Context: an optimization exercise on an open-source flow, tuned for small area, a short achievable clock period and few clock cycles. The choices shown serve that exercise and are no tape-out recipe. No run shown here included a check of the RTL's function; only the layout flow was run.

==> flow/design.v, too long to show whole: its modules and the start of the top module <==
// module SNN: 1600 lines
module SNN(
	clk,
	rst_n,
	in_valid,
	img,
	ker,
	weight,
	out_valid,
	out_data
);
  // ...
==> flow/run.sh <==
#!/bin/bash
# synth_recipe.tcl (not shown) runs the flow's synth.tcl, then flattens the netlist and writes it again
# the make line also repeats each setting of config.mk as NAME=value (left out here)
make -C /OpenROAD-flow-scripts/flow DESIGN_CONFIG=/design/flow/config.mk WORK_HOME=/design/flow/orfs CLKGATE_MAP_FILE= SYNTH_SCRIPT=/design/flow/synth_recipe.tcl finish
==> flow/config.mk <==
export PLATFORM = sky130hd
export DESIGN_NAME = SNN
export DESIGN_NICKNAME = SNN
export VERILOG_FILES = /design/flow/design.v
export SDC_FILE = /design/flow/constraint.sdc
export NUM_CORES = 4
export LEC_CHECK = 0
export CAP_MARGIN = 20
export CORE_MARGIN = 2
export CORE_UTILIZATION = 40
export SLEW_MARGIN = 20
==> flow/constraint.sdc <==
create_clock -name core_clock -period 15.0 [get_ports {clk}]
set_input_delay 3.0000 -clock core_clock [delete_from_list [all_inputs] [get_ports {clk}]]
set_output_delay 3.0000 -clock core_clock [all_outputs]
set_load 0.01 [all_outputs]
==> flow_metrics.env, run 1 <==
export IMPL_grt_busiest_layer="met2"
export IMPL_largest_register_ffs=88
export IMPL_finalSetupViolCount=0
export IMPL_cts_setup_buffers=0
export IMPL_met2WireLength_um=38500
export IMPL_multi_input_area_share_pct=53.4
export IMPL_boundaryPins=38
export IMPL_hpwl_um=68600
export IMPL_status="complete, no violations"
export IMPL_grt_pass1_vias=24539
export IMPL_drtIter0Drc=1304
export IMPL_track_usage_pct=18.2
export IMPL_timing_final_crit_share_pct=37.6
export IMPL_grt_max_degree=50
export IMPL_fmax_ghz=0.177
export IMPL_detail_route_antenna_nets=0
export IMPL_synth_compound_area_share_pct=4.47
export IMPL_ys_warnings_count=5
export IMPL_h_tree_depth=2
export IMPL_crit_end="out_data[0]$_DFF_PN0_"
export IMPL_drt_pass1_iterations=5
export IMPL_cts_tree="yes"
export IMPL_yosys_area_share_simple_pct=12.1
export IMPL_final_area_um2=42700
export IMPL_fin_ws_ns=9.35
export IMPL_post_route_util_pct=44.3
export IMPL_slew_headroom_pct=27.9
export IMPL_nClkBuffers=81
export IMPL_critPathTopFamily="compound AO/OA/AOI/OAI gates"
export IMPL_wl_met1_um=40700
export IMPL_crit_buf_inv=3
export IMPL_synth_area_leaders="fa_1 31%, dfxtp_1 16%, edfxtp_1 16%"
export IMPL_gr_usage_met2_pct=28.6
export IMPL_buf_share_pct=1.31
export IMPL_crit_chain="inv_1 -> ha_1 -> inv_1 -> fa_1 -> nand2_1 -> nand2_1 -> a21oi_1 -> o21ai_0 -> a21oi_1 -> o21ai_0 -> a21oi_1 -> xnor2_1 -> fa_1 -> inv_1 -> ha_1 -> nor2b_1 -> o21ai_0 -> nand2b_1 -> a311oi_1 -> xor2_1 -> nand3_1 -> nor4_2 -> nor3b_1"
export IMPL_whs_ns=0.318
export IMPL_grt_ovfl_total=0
export IMPL_clk_latency_ns=0.65
==> run 2: changes to the inputs <==
--- a/flow/design.v
+++ b/flow/design.v
@@ -30,59 +30,61 @@
 				row <= 0;
 				im  <= ~im;
 			end
 			else row <= row + 1;
 		end
 		else col <= col + 1;
 	end
 end
-wire [3:0] kpos = row[0] ? col + 6 : {1'b0, col};
-wire kload = in_valid && !im && row[2:1] == 0;
-reg [7:0] k [0:8];
-reg [7:0] w [0:3];
-always @(posedge clk) begin
-	for(i = 0; i < 9; i = i + 1)
-		if(kload && kpos == i) k[i] <= ker;
-	for(i = 0; i < 4; i = i + 1)
-		if(kload && kpos == i) w[i] <= weight;
-end
 reg [7:0] px;
 reg       v1;
 reg [2:0] col1, row1;
 reg       im1;
 always @(posedge clk) begin
 	px <= img;
 	col1 <= col;
 	row1 <= row;
 	im1 <= im;
 end
 always @(posedge clk or negedge rst_n) begin
 	if(!rst_n) v1 <= 0;
 	else v1 <= in_valid;
 end
+reg [7:0] ker1, wt1;
+always @(posedge clk) begin
+	ker1 <= ker;
+	wt1 <= weight;
+end
+wire [3:0] kpos = row1[0] ? col1 + 6 : {1'b0, col1};
+wire kload = v1 && !im1 && row1[2:1] == 0;
+reg [7:0] k [0:8];
+reg [7:0] w [0:3];
+always @(posedge clk) begin
+	for(i = 0; i < 9; i = i + 1)
+		if(kload && kpos == i) k[i] <= ker1;
+	for(i = 0; i < 4; i = i + 1)
+		if(kload && kpos == i) w[i] <= wt1;
+end
 reg [7:0] lb [0:11];
 always @(posedge clk) begin
 	lb[0] <= px;
 	for(i = 1; i < 12; i = i + 1) lb[i] <= lb[i-1];
 end
 wire [7:0] pt = lb[11];
 wire [7:0] pm = lb[5];
 wire [7:0] pb = px;
 wire [7:0] k0 = k[0], k1 = k[1], k2 = k[2], k3 = k[3], k4 = k[4],
            k5 = k[5], k6 = k[6], k7 = k[7], k8 = k[8];
 reg        fa_a, fa_b, fa_cd, fb_cd;
 reg  [7:0] q3;
 reg  [7:0] mx [0:1];
 wire [7:0] nt = lb[10];
 wire [7:0] nm = lb[4];
-wire [7:0] ua = fa_a ? mx[0] : nt;
-wire [7:0] um = fa_a ? 8'd0 : nm;
-wire [7:0] kw0 = fa_a ? w[0] : k0;
-wire [7:0] kw1 = fa_a ? w[1] : k1;
+reg  [7:0] ua, um, kw0, kw1;
 reg  [7:0] pbm, kw6, kw7;
 reg  [16:0] tm0a, tm0b, tm1a, tm1b, tm2a, tm2b;
 wire [16:0] tm0a_n, tm0b_n, tm1a_n, tm1b_n, tm2a_n, tm2b_n;
 reg [17:0] s1;
 reg [18:0] s2;
 reg [19:0] cv;
 wire [17:0] s1_n;
 wire [18:0] s2_n;
@@ -1453,141 +1455,181 @@
 assign {qa_184, qa_183} = {1'b0, qa_141} + {1'b0, qa_140} + {1'b0, 1'b1};
 wire qa_185 = cv[17] ^ qa_142;
 wire qa_186 = cv[17] & qa_142;
 wire qa_187 = cv[18] ^ 1'b1;
 wire qa_188 = cv[18] & 1'b1;
 wire [22:0] qa_189 = {qa_187, qa_185, qa_183, qa_181, qa_179, qa_177, qa_175, qa_173, qa_171, qa_169, qa_167, qa_165, qa_163, qa_161, qa_159, qa_157, qa_155, qa_153, qa_151, qa_149, qa_147, qa_145, 1'b1};
 wire [22:0] qa_190 = {qa_186, qa_184, qa_182, qa_180, qa_178, qa_176, qa_174, qa_172, qa_170, qa_168, qa_166, qa_164, qa_162, qa_160, qa_158, qa_156, qa_154, qa_152, qa_150, qa_148, qa_146, qa_144, qa_143};
 assign qp = qa_189 + qa_190;
-reg [19:0] mr [0:1];
+reg [19:0] mr;
 wire first2 = !r2[0] && !c2[0];
-wire gt2 = first2 || cv > mr[c2[1]];
+wire gt2 = cv > mr;
 always @(posedge clk) begin
-	if(v2 && gt2) mr[c2[1]] <= cv;
+	if(v2 && c2[1] && (first2 || gt2)) mr <= cv;
 end
-reg       v3, gt3;
-reg [1:0] c3;
+reg       v3;
+reg [1:0] c3, r3;
 always @(posedge clk) begin
 	q3 <= qp[22:15];
-	gt3 <= gt2;
 	c3 <= c2;
+	r3 <= r2;
 end
 always @(posedge clk or negedge rst_n) begin
 	if(!rst_n) v3 <= 0;
 	else v3 <= v2;
 end
-wire [7:0] pool = gt3 ? q3 : mx[c3[1]];
+wire first3 = !r3[0] && !c3[0];
+wire [7:0] mxs = mx[c3[1]];
+wire [7:0] pool = (first3 || q3 > mxs) ? q3 : mxs;
 always @(posedge clk) begin
 	if(v3) mx[c3[1]] <= pool;
 end
-wire [7:0] m3 = gt3 ? q3 : mx[1];
-wire [7:0] vb = !fa_cd ? mx[1] : gt2 ? qp[22:15] : m3;
+wire a_cd = v1 && row1 == 5 && col1 == 5;
+wire a_ab = v1 && row1 == 4 && col1 == 3;
+wire       bq = fa_a && fa_cd && gt2;
+wire [7:0] vr = !fa_a ? img : !fa_cd ? mx[1] : pool;
+wire a_next = a_cd || a_ab;
 always @(posedge clk) begin
-	pbm <= fa_a ? vb : img;
+	pbm <= ({8{bq}} & qp[22:15]) | ({8{!bq}} & vr);
+	ua <= a_next ? (a_cd ? pool : mx[0]) : lb[9];
+	um <= a_next ? 8'd0 : lb[3];
+	kw0 <= a_next ? w[0] : k0;
+	kw1 <= a_next ? w[1] : k1;
 	kw6 <= fa_a ? w[2] : k6;
 	kw7 <= fa_a ? w[3] : k7;
 end
-wire a_cd = v1 && row1 == 5 && col1 == 5;
-wire a_ab = v1 && row1 == 4 && col1 == 3;
 reg  v5;
 always @(posedge clk or negedge rst_n) begin
 	if(!rst_n) begin
 		fa_a <= 0; fa_b <= 0; fa_cd <= 0; fb_cd <= 0; v5 <= 0;
 	end
 	else begin
 		fa_a <= a_cd || a_ab;
 		fa_cd <= a_cd;
 		fa_b <= fa_a;
 		fb_cd <= fa_cd;
 		v5 <= fa_b;
 	end
 end
-wire [17:0] npa, npb;
-wire dva_1 = s1[0] ^ s1[8];
-wire dva_2 = s1[0] & s1[8];
-wire dva_3 = s1[16] ^ dva_1;
-wire dva_4 = s1[16] & dva_1;
-wire dva_5, dva_6;
-assign {dva_6, dva_5} = {1'b0, s1[1]} + {1'b0, s1[9]} + {1'b0, dva_2};
-wire dva_7 = s1[2] ^ s1[10];
-wire dva_8 = s1[2] & s1[10];
-wire dva_9 = s1[3] ^ s1[11];
-wire dva_10 = s1[3] & s1[11];
-wire dva_11 = s1[4] ^ s1[12];
-wire dva_12 = s1[4] & s1[12];
-wire dva_13 = s1[5] ^ s1[13];
-wire dva_14 = s1[5] & s1[13];
-wire dva_15 = s1[6] ^ s1[14];
-wire dva_16 = s1[6] & s1[14];
-wire dva_17 = s1[7] ^ s1[15];
-wire dva_18 = s1[7] & s1[15];
-wire dva_19 = s1[8] ^ s1[16];
-wire dva_20 = s1[8] & s1[16];
-wire [17:0] dva_21 = {1'b0, s1[16], s1[15], s1[14], s1[13], s1[12], s1[11], s1[10], s1[9], dva_19, dva_17, dva_15, dva_13, dva_11, dva_9, dva_7, dva_5, 1'b1};
-wire [17:0] dva_22 = {1'b0, 1'b0, 1'b0, 1'b0, 1'b0, 1'b0, 1'b0, 1'b0, dva_20, dva_18, dva_16, dva_14, dva_12, dva_10, dva_8, dva_6, dva_4, dva_3};
-assign npa = dva_21 + dva_22;
-wire dvb_1 = s2[0] ^ s2[8];
-wire dvb_2 = s2[0] & s2[8];
-wire dvb_3 = s2[16] ^ dvb_1;
-wire dvb_4 = s2[16] & dvb_1;
-wire dvb_5, dvb_6;
-assign {dvb_6, dvb_5} = {1'b0, s2[1]} + {1'b0, s2[9]} + {1'b0, dvb_2};
-wire dvb_7 = s2[2] ^ s2[10];
-wire dvb_8 = s2[2] & s2[10];
-wire dvb_9 = s2[3] ^ s2[11];
-wire dvb_10 = s2[3] & s2[11];
-wire dvb_11 = s2[4] ^ s2[12];
-wire dvb_12 = s2[4] & s2[12];
-wire dvb_13 = s2[5] ^ s2[13];
-wire dvb_14 = s2[5] & s2[13];
-wire dvb_15 = s2[6] ^ s2[14];
-wire dvb_16 = s2[6] & s2[14];
-wire dvb_17 = s2[7] ^ s2[15];
-wire dvb_18 = s2[7] & s2[15];
-wire dvb_19 = s2[8] ^ s2[16];
-wire dvb_20 = s2[8] & s2[16];
-wire [17:0] dvb_21 = {1'b0, s2[16], s2[15], s2[14], s2[13], s2[12], s2[11], s2[10], s2[9], dvb_19, dvb_17, dvb_15, dvb_13, dvb_11, dvb_9, dvb_7, dvb_5, 1'b1};
-wire [17:0] dvb_22 = {1'b0, 1'b0, 1'b0, 1'b0, 1'b0, 1'b0, 1'b0, 1'b0, dvb_20, dvb_18, dvb_16, dvb_14, dvb_12, dvb_10, dvb_8, dvb_6, dvb_4, dvb_3};
-assign npb = dvb_21 + dvb_22;
-reg  [7:0] na, nb;
-reg        v6, cd6;
+reg [7:0] n1 [0:3];
 reg        pim;      
+wire [7:0] n0m = pim ? n1[0] : 8'd0;
+wire [7:0] n1m = pim ? n1[1] : 8'd0;
+wire [18:0] nqa, nqb;
+wire dqa_1 = s1[0] ^ s1[8];
+wire dqa_2 = s1[0] & s1[8];
+wire dqa_3 = s1[16] ^ dqa_1;
+wire dqa_4 = s1[16] & dqa_1;
+wire dqa_5, dqa_6;
+assign {dqa_6, dqa_5} = {1'b0, s1[1]} + {1'b0, s1[9]} + {1'b0, dqa_2};
+wire dqa_7 = s1[2] ^ s1[10];
+wire dqa_8 = s1[2] & s1[10];
+wire dqa_9 = s1[3] ^ s1[11];
+wire dqa_10 = s1[3] & s1[11];
+wire dqa_11 = s1[4] ^ s1[12];
+wire dqa_12 = s1[4] & s1[12];
+wire dqa_13 = s1[5] ^ s1[13];
+wire dqa_14 = s1[5] & s1[13];
+wire dqa_15 = s1[6] ^ s1[14];
+wire dqa_16 = s1[6] & s1[14];
+wire dqa_17 = s1[7] ^ s1[15];
+wire dqa_18 = s1[7] & s1[15];
+wire dqa_19 = s1[8] ^ s1[16];
+wire dqa_20 = s1[8] & s1[16];
+wire dqa_21, dqa_22;
+assign {dqa_22, dqa_21} = {1'b0, s1[9]} + {1'b0, ~n0m[0]} + {1'b0, 1'b1};
+wire dqa_23 = s1[10] ^ ~n0m[1];
+wire dqa_24 = s1[10] & ~n0m[1];
+wire dqa_25 = s1[11] ^ ~n0m[2];
+wire dqa_26 = s1[11] & ~n0m[2];
+wire dqa_27 = s1[12] ^ ~n0m[3];
+wire dqa_28 = s1[12] & ~n0m[3];
+wire dqa_29 = s1[13] ^ ~n0m[4];
+wire dqa_30 = s1[13] & ~n0m[4];
+wire dqa_31 = s1[14] ^ ~n0m[5];
+wire dqa_32 = s1[14] & ~n0m[5];
+wire dqa_33 = s1[15] ^ ~n0m[6];
+wire dqa_34 = s1[15] & ~n0m[6];
+wire dqa_35 = s1[16] ^ ~n0m[7];
+wire dqa_36 = s1[16] & ~n0m[7];
+wire [18:0] dqa_37 = {1'b1, 1'b1, dqa_35, dqa_33, dqa_31, dqa_29, dqa_27, dqa_25, dqa_23, dqa_21, dqa_19, dqa_17, dqa_15, dqa_13, dqa_11, dqa_9, dqa_7, dqa_5, 1'b1};
+wire [18:0] dqa_38 = {1'b0, dqa_36, dqa_34, dqa_32, dqa_30, dqa_28, dqa_26, dqa_24, dqa_22, dqa_20, dqa_18, dqa_16, dqa_14, dqa_12, dqa_10, dqa_8, dqa_6, dqa_4, dqa_3};
+assign nqa = dqa_37 + dqa_38;
+wire dqb_1 = s2[0] ^ s2[8];
+wire dqb_2 = s2[0] & s2[8];
+wire dqb_3 = s2[16] ^ dqb_1;
+wire dqb_4 = s2[16] & dqb_1;
+wire dqb_5, dqb_6;
+assign {dqb_6, dqb_5} = {1'b0, s2[1]} + {1'b0, s2[9]} + {1'b0, dqb_2};
+wire dqb_7 = s2[2] ^ s2[10];
+wire dqb_8 = s2[2] & s2[10];
+wire dqb_9 = s2[3] ^ s2[11];
+wire dqb_10 = s2[3] & s2[11];
+wire dqb_11 = s2[4] ^ s2[12];
+wire dqb_12 = s2[4] & s2[12];
+wire dqb_13 = s2[5] ^ s2[13];
+wire dqb_14 = s2[5] & s2[13];
+wire dqb_15 = s2[6] ^ s2[14];
+wire dqb_16 = s2[6] & s2[14];
+wire dqb_17 = s2[7] ^ s2[15];
+wire dqb_18 = s2[7] & s2[15];
+wire dqb_19 = s2[8] ^ s2[16];
+wire dqb_20 = s2[8] & s2[16];
+wire dqb_21, dqb_22;
+assign {dqb_22, dqb_21} = {1'b0, s2[9]} + {1'b0, ~n1m[0]} + {1'b0, 1'b1};
+wire dqb_23 = s2[10] ^ ~n1m[1];
+wire dqb_24 = s2[10] & ~n1m[1];
+wire dqb_25 = s2[11] ^ ~n1m[2];
+wire dqb_26 = s2[11] & ~n1m[2];
+wire dqb_27 = s2[12] ^ ~n1m[3];
+wire dqb_28 = s2[12] & ~n1m[3];
+wire dqb_29 = s2[13] ^ ~n1m[4];
+wire dqb_30 = s2[13] & ~n1m[4];
+wire dqb_31 = s2[14] ^ ~n1m[5];
+wire dqb_32 = s2[14] & ~n1m[5];
+wire dqb_33 = s2[15] ^ ~n1m[6];
+wire dqb_34 = s2[15] & ~n1m[6];
+wire dqb_35 = s2[16] ^ ~n1m[7];
+wire dqb_36 = s2[16] & ~n1m[7];
+wire [18:0] dqb_37 = {1'b1, 1'b1, dqb_35, dqb_33, dqb_31, dqb_29, dqb_27, dqb_25, dqb_23, dqb_21, dqb_19, dqb_17, dqb_15, dqb_13, dqb_11, dqb_9, dqb_7, dqb_5, 1'b1};
+wire [18:0] dqb_38 = {1'b0, dqb_36, dqb_34, dqb_32, dqb_30, dqb_28, dqb_26, dqb_24, dqb_22, dqb_20, dqb_18, dqb_16, dqb_14, dqb_12, dqb_10, dqb_8, dqb_6, dqb_4, dqb_3};
+assign nqb = dqb_37 + dqb_38;
+reg  [7:0] xa, xb;
+reg        sa, sb;
+reg        v6, cd6;
 reg        cd5;
 always @(posedge clk) begin
-	na <= npa[16:9];
-	nb <= npb[16:9];
+	xa <= nqa[16:9] ^ {8{nqa[18]}};
+	xb <= nqb[16:9] ^ {8{nqb[18]}};
+	sa <= nqa[18];
+	sb <= nqb[18];
 	cd5 <= fb_cd;
 	cd6 <= cd5;
 end
 always @(posedge clk or negedge rst_n) begin
 	if(!rst_n) begin
 		v6 <= 0;
 		pim <= 0;
 	end
 	else begin
 		v6 <= v5;
 		if(v6 && cd6) pim <= ~pim;
 		else if(v1 && !im1 && row1 == 0 && col1 == 0) pim <= 0;
 	end
 end
-reg [7:0] n1 [0:3];
-wire [8:0] da = {1'b0, na} - {1'b0, n1[0]};
-wire [8:0] db = {1'b0, nb} - {1'b0, n1[1]};
-wire [7:0] xa = da[7:0] ^ {8{da[8]}};
-wire [7:0] xb = db[7:0] ^ {8{db[8]}};
 reg  [9:0] dacc;
 wire [9:0] dbase = cd6 ? dacc : 10'd0;
-wire [9:0] l1d = dbase + xa + xb + da[8] + db[8];
+wire [9:0] l1d = dbase + xa + xb + sa + sb;
 always @(posedge clk) begin
 	if(v6) begin
 		n1[0] <= n1[2];
 		n1[1] <= n1[3];
-		n1[2] <= na;
-		n1[3] <= nb;
+		n1[2] <= xa;
+		n1[3] <= xb;
 		dacc <= l1d;
 	end
 end
 wire fin = v6 && cd6 && pim;
 always @(posedge clk or negedge rst_n) begin
 	if(!rst_n) begin
 		out_valid <= 0;
 		out_data <= 0;
==> flow_metrics.env, run 2 <==
export IMPL_setup_tns_ns=0
export IMPL_grt_ovfl_total=0
export IMPL_fin_ws_ns=9.53
export IMPL_crit_buf_inv=2
export IMPL_yosys_register_bits=572
export IMPL_max_cap_viol_count=0
export IMPL_place_gp_congestion=0.824
export IMPL_h_tree_depth=2
export IMPL_cts_buffers=61
export IMPL_grt_busiest_layer="met2"
export IMPL_crit_chain="and2_1 -> fa_1 -> inv_1 -> fa_1 -> fa_1 -> fa_1 -> fa_1 -> inv_1 -> ha_1 -> or4_1 -> o21bai_1 -> and4b_1 -> o21a_1 -> o31ai_1 -> mux2i_1 -> nand2_1"
export IMPL_path_common_cell="fa_1"
export IMPL_finalNetCount=4410
export IMPL_cp_required_ns=15.52
export IMPL_timing_final_crit_share_pct=36.4
export IMPL_die_area_um2=101000
export IMPL_synth_async_reset_ratio_pct=4.90
export IMPL_met1_usage_pct=27.0
export IMPL_grt_first_pass_wirelength_um=146000
export IMPL_die_w_um=318
export IMPL_use_met3_pct=3.71
export IMPL_die_h_um=318
export IMPL_synth_nets=4340
export IMPL_drtIter0Drc=1366
export IMPL_status="complete, no violations"
export IMPL_placed_area_um2=41300
export IMPL_slew_headroom_pct=28.7
export IMPL_core_area_um2=98000
export IMPL_start_util_pct=40.2
export IMPL_grt_setup_unrepaired="false"
export IMPL_final_common_cell="inv_1"
export IMPL_worstMarginPinSlew_ns=1.07
export IMPL_track_usage_pct=18.9
export IMPL_top_register="lb"
export IMPL_final_area_um2=43600
export IMPL_antenna_found_initial=5
export IMPL_netlist_area_leader_share_pct=30.2
export IMPL_cpMaxStageDelayCell="dfxtp_1"
export IMPL_clock_sinks=572
export IMPL_clkTransAtPathRegs_ns=0.07
export IMPL_ys_warnings_count=5
export IMPL_fill_cells=9091
export IMPL_yosysUniqueCellTypes=73
export IMPL_slowest_delay_ns=0.67
export IMPL_synth_most_common_cell="inv_1"
export IMPL_finalSetupViolCount=0
export IMPL_cts_resized_gates=0
export IMPL_yosysSeqAreaShare_pct=34.1
export IMPL_critPathTopFamily="adder cells"
export IMPL_drv_slew=0
export IMPL_path_class="reg2reg"
export IMPL_fmax_ghz=0.183
export IMPL_cts_setup_buffers=0
export IMPL_clk_root_buffer_cell="clkbuf_16"
export IMPL_boundaryPins=38
export IMPL_final_cell_mix="732 x inv_1, 593 x fa_1, 485 x and2_1, 362 x dfxtp_1, 257 x ha_1"
export IMPL_numPortBuffers=37
export IMPL_gr_usage_met2_pct=29.8
export IMPL_grt_pass1_vias=24944
export IMPL_synth_common_cells="732 x inv_1, 593 x fa_1, 485 x and2_1"
export IMPL_critPathArrivalTime_ns=5.99
export IMPL_cts_buffer_depth=3
export IMPL_ctsHoldBuffers=0
export IMPL_grt_max_degree=51
export IMPL_clk_latency_ns=0.68
export IMPL_detail_route_antenna_nets=0
export IMPL_hpwl_um=72100
export IMPL_postSynthAreaPerCell_um2=11.4
export IMPL_syn2layout_area_growth_pct=10.7
export IMPL_min_path_type="reg2reg"
export IMPL_synth_area_um2=39300
export IMPL_synth_area_leaders="fa_1 30%, dfxtp_1 18%, edfxtp_1 14%"
export IMPL_whs_ns=0.318
export IMPL_final_hold_viol_count=0
export IMPL_fin_crit_ns=5.47
export IMPL_seq_area_um2=13400
export IMPL_fp_row_count=115
export IMPL_post_drt_wl_per_cell_um=19.0
export IMPL_cts_tree="yes"
export IMPL_drc=0
export IMPL_multiInputGateArea_um2=23000
export IMPL_synth_top_area_cell="fa_1"
export IMPL_viasPerCell=4.77
export IMPL_drt_pass1_iterations=5
export IMPL_via_count=23272
export IMPL_critPathMaxFanout=16
export IMPL_startpoint_type="register"
export IMPL_endpoint_kind="register"
export IMPL_dpl_worst_slack_ns=9.55
export IMPL_synth_flop_cell="dfxtp_1"
export IMPL_finClkSkew_ns=0.0542
export IMPL_routed_wl_um=92500
export IMPL_synth_edf_count=182
export IMPL_drive_above_1_share_pct=5.30
export IMPL_synth_cells=3463
export IMPL_largest_register_ffs=88
-- run 2: cells by family (layout without fill, tap and decap cells) --
| logic type | Yosys count | after routing | synth area share [%] |
|---|---|---|---|
| other cells | 0 | 2 | 0 |
| fa+ha+maj | 850 | 850 | 38.3 |
| flops | 572 | 572 | 34.1 |
| mux | 60 | 60 | 1.65 |
| xor+xnor | 90 | 90 | 2.00 |
| simple gates | 878 | 878 | 12.3 |
| buf+inv | 778 | 901 | 7.48 |
| compound gates | 235 | 235 | 4.11 |
-- run 2: cell type report --
cell class                 count  share of cell area (%)
clock inverter                46                    1.35
tap                         1287                    3.70
antenna                        2                  0.0115
timing repair buffer          53                    1.13
multi-input combinational   2113                    52.8
inverter                     732                    6.31
clock buffer                  70                    3.87
sequential                   572                    30.8
-- run 2: final timing paths --
path | start | end | depth (start not counted) | slack [ns]
worst max-delay path | pbm[0]$_DFF_P_ | s2[17]$_DFF_P_ | 16 | 9.53
worst max register to register | pbm[0]$_DFF_P_ | s2[17]$_DFF_P_ | 16 | 9.53
max in group asynchronous | rst_n | fa_a$_DFF_PN0_ | 2 | 11.97
worst min-delay path | lb[6][6]$_DFF_P_ | lb[7][6]$_DFF_P_ | 0 | 0.32
min in group asynchronous | rst_n | out_data[4]$_DFF_PN0_ | 2 | 2.71
worst min register to register | lb[6][6]$_DFF_P_ | lb[7][6]$_DFF_P_ | 0 | 0.32
-- run 2: layer usage --
layer | part of all wire (%) | vias to the layer above
met3 | 5.8 | 119
met1 | 47 | 11852
li1 | - | 10797
met5 | 0.027 | -
met2 | 45 | 500
met4 | 2.2 | 4
-- run 2: per-stage QoR --
stage	cells	util, %
2_1_floorplan	3463	-
3_5_place_dp	4757	42.1
4_1_cts	4873	44.5
5_1_grt	4873	44.5
3_3_place_gp	4757	42.1
6_report	4875	44.5

[what the ideal ports hide]
The results above use ideal ports. As a check the final layouts listed here were re-extracted and re-timed, cells and wires unchanged.
Step 1 (the two cells are an assumption about what drives the block):
set clk [get_ports {clk}]
set_driving_cell -lib_cell sky130_fd_sc_hd__clkbuf_16 $clk
set_driving_cell -lib_cell sky130_fd_sc_hd__buf_2 [delete_from_list [all_inputs] $clk]
Step 2 times the ports against the registers' clock, not the clock port: input delays grow and output delays shrink by t, the midpoint of the rising clock arrivals with the driver on.
Slacks: no drivers / after step 1 / after step 2; pairs: no drivers / after step 1.
run	t (ns)	slack for setup (ns)	worst setup path at the end
run 1	0.693	9.353 / 9.353 / 9.337	input to register
run 2	0.716	9.535 / 9.535 / 9.535	register to register
After both steps setup and hold are still met in every run listed. For run 1, which loses most, drivers alone change the setup slack by 0.000 ns; drivers and shift together by -0.016 ns.
